From an optimization exercise on the open Yosys and OpenROAD flow, aimed at small area; shortcuts taken in it are not production practice.
In this exercise RTL edits were held to simulation tests only and were not proved equivalent to the original.
No driver is modelled on the clock port, so clock power and skew are understated where the tree is cut down; a real chip needs a root buffer or a tree.

## led_show
module led_show(
    input clk,
    input rst,  
    output red,
    output green,
    output blue
);
reg [9:0]  r;
reg [6:0]  q;
reg [14:0] s;
reg [19:0] c;
reg [1:0]  ph;
reg        pend;
reg [4:0]  up;
reg        d0f;    
reg        d0b;    
wire r_tc  = r[9] & ~r[8] & ~r[7] & r[6] & r[5] & ~r[4] & r[3] & r[2] & r[1] & ~r[0];
wire q_top = q[6] & q[5] & q[2];    
wire s_tc  = s[14] & ~s[13] & ~s[12] & s[11] & ~s[9] & ~s[8] & ~s[6] & s[5] & s[4] & s[3] & s[2] & ~s[1] & ~s[0];
wire c_tc  = ~c[19] & c[17] & c[16] & ~c[15] & c[13] & ~c[12] & ~c[11] & ~c[10] & c[9] & ~c[8] & c[7] & c[6] & ~c[5] & ~c[4] & ~c[3] & ~c[2] & ~c[1] & c[0];
wire ph3   = ph[1] & ~ph[0];
wire ev    = s_tc & ~ph3;
wire r_ld = rst | r_tc | q_top;
wire s_ld = rst | s_tc;
wire c_ld = rst | c_tc | ph3;
always @(posedge clk) begin
    r <= ~({r[8:0], r[9] ^ r[6]} | {10{r_ld}});
    s <= ~({s[13:0], s[14] ^ s[13]} | {15{s_ld}});
    c <= ~({c[18:0], c[19] ^ c[16]} | {20{c_ld}});
    if (rst) q <= 7'd100;
    else if (q_top) q <= 7'd0;
    else if (r_tc) q <= q + 7'd1;
    if (rst) ph <= 2'b10;
    else if (c_tc | ph3) ph <= {ph[0], ~ph[1]};
    if (rst) pend <= 1'b0;
  ...
For scale: about 62 flip-flops, about 5 I/O pins, about 0.0021 mm^2 of cells after synthesis.
Settings: LEC_CHECK=0, CAP_MARGIN=20, CORE_MARGIN=2, CORE_UTILIZATION=40, PLACE_DENSITY=0.85, SLEW_MARGIN=20; clock period 20.0 ns.
standard.sh (not shown) runs the stock make flow with config.mk's settings and CLKGATE_MAP_FILE= SYNTH_SCRIPT=/design/flow/synth_recipe.tcl, a recipe that flattens the netlist after the stock synthesis.
==> flow/flow/run.sh <==
#!/bin/bash
# Own layout flow: the standard ORFS flow (standard.sh) with
#  - synthesis through flow/synth.tcl: synth_recipe.tcl unchanged, but ABC maps
#    with several area-oriented scripts and the smallest result is kept, and
#    adders are left to ABC (no ha/fa extraction);
#  - port buffers of the smallest buffer (buf_1);
#  - a one-level clock tree built by flow/cts_pre.tcl (a few clkbuf cells fed
#    by the clock port, one per group of nearby flip-flops) in place of
#    TritonCTS's H-tree.
# Each tool's full output is in orfs/logs/ (ORFS's per-step logs) and make.log.
set -euo pipefail
W=$PWD
F=$W/flow
bash "$W/standard.sh" \
  "SYNTH_SCRIPT=$F/synth.tcl" \
  "ADDER_MAP_FILE=" \
  "BUFFER_PORTS_ARGS=-buffer_cell sky130_fd_sc_hd__buf_1" \
  "PRE_CTS_TCL=$F/cts_pre.tcl" \
  finish > "$W/make.log" 2>&1
Other scripts of this flow, unchanged in this note and not shown: flow/flow/cts_pre.tcl, flow/flow/synth.tcl
Edit:
--- a/flow/config.mk
+++ b/flow/config.mk
@@ -11 +11 @@
-export PLACE_DENSITY = 0.85
+export PLACE_DENSITY = 0.95
After rerunning: Register-to-register slack improves by 80 ps. First-iteration DRC count is lower by 52%. Clock skew is higher by 5.2 ps. Setup slack degrades by 78 ps. Final cell count does not change. Critical path depth does not change. Routed wire length is higher by 4.2%.
In every run of this note, the design's own scripts or RTL, not TritonCTS, make the clock network.

* * *

the baseline:
Starting RTL as in the previous note.
Settings: LEC_CHECK=0, CAP_MARGIN=20, CORE_MARGIN=2, CORE_UTILIZATION=40, SLEW_MARGIN=20; clock period 20.0 ns.
==> flow/flow/run.sh <==
#!/bin/bash
# Own layout flow: the standard ORFS flow (standard.sh) with
#  - synthesis through flow/synth.tcl: synth_recipe.tcl unchanged, but ABC maps
#    with the area-oriented flow/abc_area.script, and adders are left to ABC
#    (no ha/fa extraction);
#  - port buffers of the smallest buffer (buf_1);
#  - a one-level clock tree built by flow/cts_pre.tcl (a few clkbuf cells fed
#    by the clock port, one per group of nearby flip-flops) in place of
#    TritonCTS's H-tree.
# Each tool's full output is in orfs/logs/ (ORFS's per-step logs) and make.log.
set -euo pipefail
W=$PWD
F=$W/flow
bash "$W/standard.sh" \
  "SYNTH_SCRIPT=$F/synth.tcl" \
  "ADDER_MAP_FILE=" \
  "BUFFER_PORTS_ARGS=-buffer_cell sky130_fd_sc_hd__buf_1" \
  "PRE_CTS_TCL=$F/cts_pre.tcl" \
  finish > "$W/make.log" 2>&1
==> flow/flow/cts_pre.tcl <==
# Clock tree: split the clock port's flip-flops into NGROUP groups of
# neighbours (quarters: halves by x, then by y; else slices by x) and give each group one
# clock buffer at its centre, driven by the clock port. TritonCTS is then
# skipped; the rest of ORFS's CTS step (legalisation, timing repair) runs.
set own_buf sky130_fd_sc_hd__clkbuf_16
set own_ngroup 2
set block [ord::get_db_block]
set master [[ord::get_db] findMaster $own_buf]
set clknet [[$block findBTerm clk] getNet]
proc own_x {it} { return [lindex [[$it getInst] getLocation] 0] }
proc own_y {it} { return [lindex [[$it getInst] getLocation] 1] }
proc own_slices {items key n} {
  set s [lsort -command [list apply [list {k a b} {expr {[$k $a] - [$k $b]}}] $key] $items]
  set m [llength $s]
  set out {}
  for {set g 0} {$g < $n} {incr g} {
    lappend out [lrange $s [expr {$g * $m / $n}] [expr {($g + 1) * $m / $n - 1}]]
  }
  return $out
}
set sinks [$clknet getITerms]
if { $own_ngroup == 4 } {
  set groups {}
  foreach half [own_slices $sinks own_x 2] {
    lappend groups {*}[own_slices $half own_y 2]
  }
} else {
  set groups [own_slices $sinks own_x $own_ngroup]
}
set gi 0
foreach grp $groups {
  set inst [odb::dbInst_create $block $master "clkbuf_own_$gi"]
  set net [odb::dbNet_create $block "clknet_own_$gi"]
  $net setSigType CLOCK
  set sx 0
  set sy 0
  foreach it $grp {
    $it disconnect
    $it connect $net
    set sx [expr {$sx + [own_x $it]}]
    set sy [expr {$sy + [own_y $it]}]
  }
  set k [llength $grp]
  $inst setLocation [expr {$sx / $k}] [expr {$sy / $k}]
  $inst setPlacementStatus PLACED
  [$inst findITerm A] connect $clknet
  [$inst findITerm X] connect $net
  incr gi
}
puts "own clock tree: $gi x $own_buf for [llength $sinks] sinks"
set_propagated_clock [all_clocks]
proc clock_tree_synthesis {args} {
  puts "clock_tree_synthesis skipped: clock tree built by cts_pre.tcl"
}
Other scripts of this flow, unchanged in this note and not shown: flow/flow/abc_area.script, flow/flow/synth.tcl
The flow did not stop early for the baseline: all stages ran, and the layout cleared the timing, design-rule and antenna checks.
What the candidate does differently from the baseline at the input level:
-- flow/flow/cts_pre.tcl --
<<< the baseline, line 3
# clock buffer at its centre, driven by the clock port. TritonCTS is then
# skipped; the rest of ORFS's CTS step (legalisation, timing repair) runs.
set own_buf sky130_fd_sc_hd__clkbuf_16
set own_ngroup 2
set block [ord::get_db_block]
set master [[ord::get_db] findMaster $own_buf]
>>> the candidate, line 3
# clock buffer at its centre, driven by the clock port. TritonCTS is then
# skipped; the rest of ORFS's CTS step (legalisation, timing repair) runs.
set own_buf sky130_fd_sc_hd__clkbuf_8
set own_ngroup 4
set block [ord::get_db_block]
set master [[ord::get_db] findMaster $own_buf]
Results
Compared with the baseline, the candidate shows a higher clock tree skew after final layout. Delta (the candidate minus the baseline): via count picked up an extra 16, filler cell count was more or less identical, area of all placed cells without fillers stayed essentially flat, layout-stage area growth over the synthesis result climbed 0.23 points.
In every run of this note, the design's own scripts or RTL, not TritonCTS, make the clock network.

afterwards: timing with drivers on the ports:
In the flow no input, the clock included, has a driving cell. The finished layouts below were timed again as built, in two steps. Step 1 sets driving cells, clkbuf_16 on the clock port and buf_2 on the other inputs (assumed; they add their load-dependent delay and slew). Step 2, shift: input delay + t, output delay - t, t = (earliest + latest rising clock arrival at the registers) / 2. This alone moves slack from input paths to output paths. Slacks: ideal / step 1 / step 2; pairs: ideal / step 1.
run	shift t [ns]	setup WS [ns]	hold slack, ns	worst data-port slew with drivers (ns)	cell pins on the clock port's net
the first run of note 1	0.207	13.506 / 13.463 / 13.669	0.391 / 0.391 / 0.391	0.03	3
the second run of note 1	0.205	13.428 / 13.387 / 13.592	0.393 / 0.393 / 0.393	0.03	3
the baseline	0.213	13.520 / 13.473 / 13.687	0.387 / 0.387 / 0.387	0.03	2
the candidate	0.205	13.540 / 13.486 / 13.690	0.385 / 0.385 / 0.385	0.03	4
After both steps setup and hold are still met in every run listed.
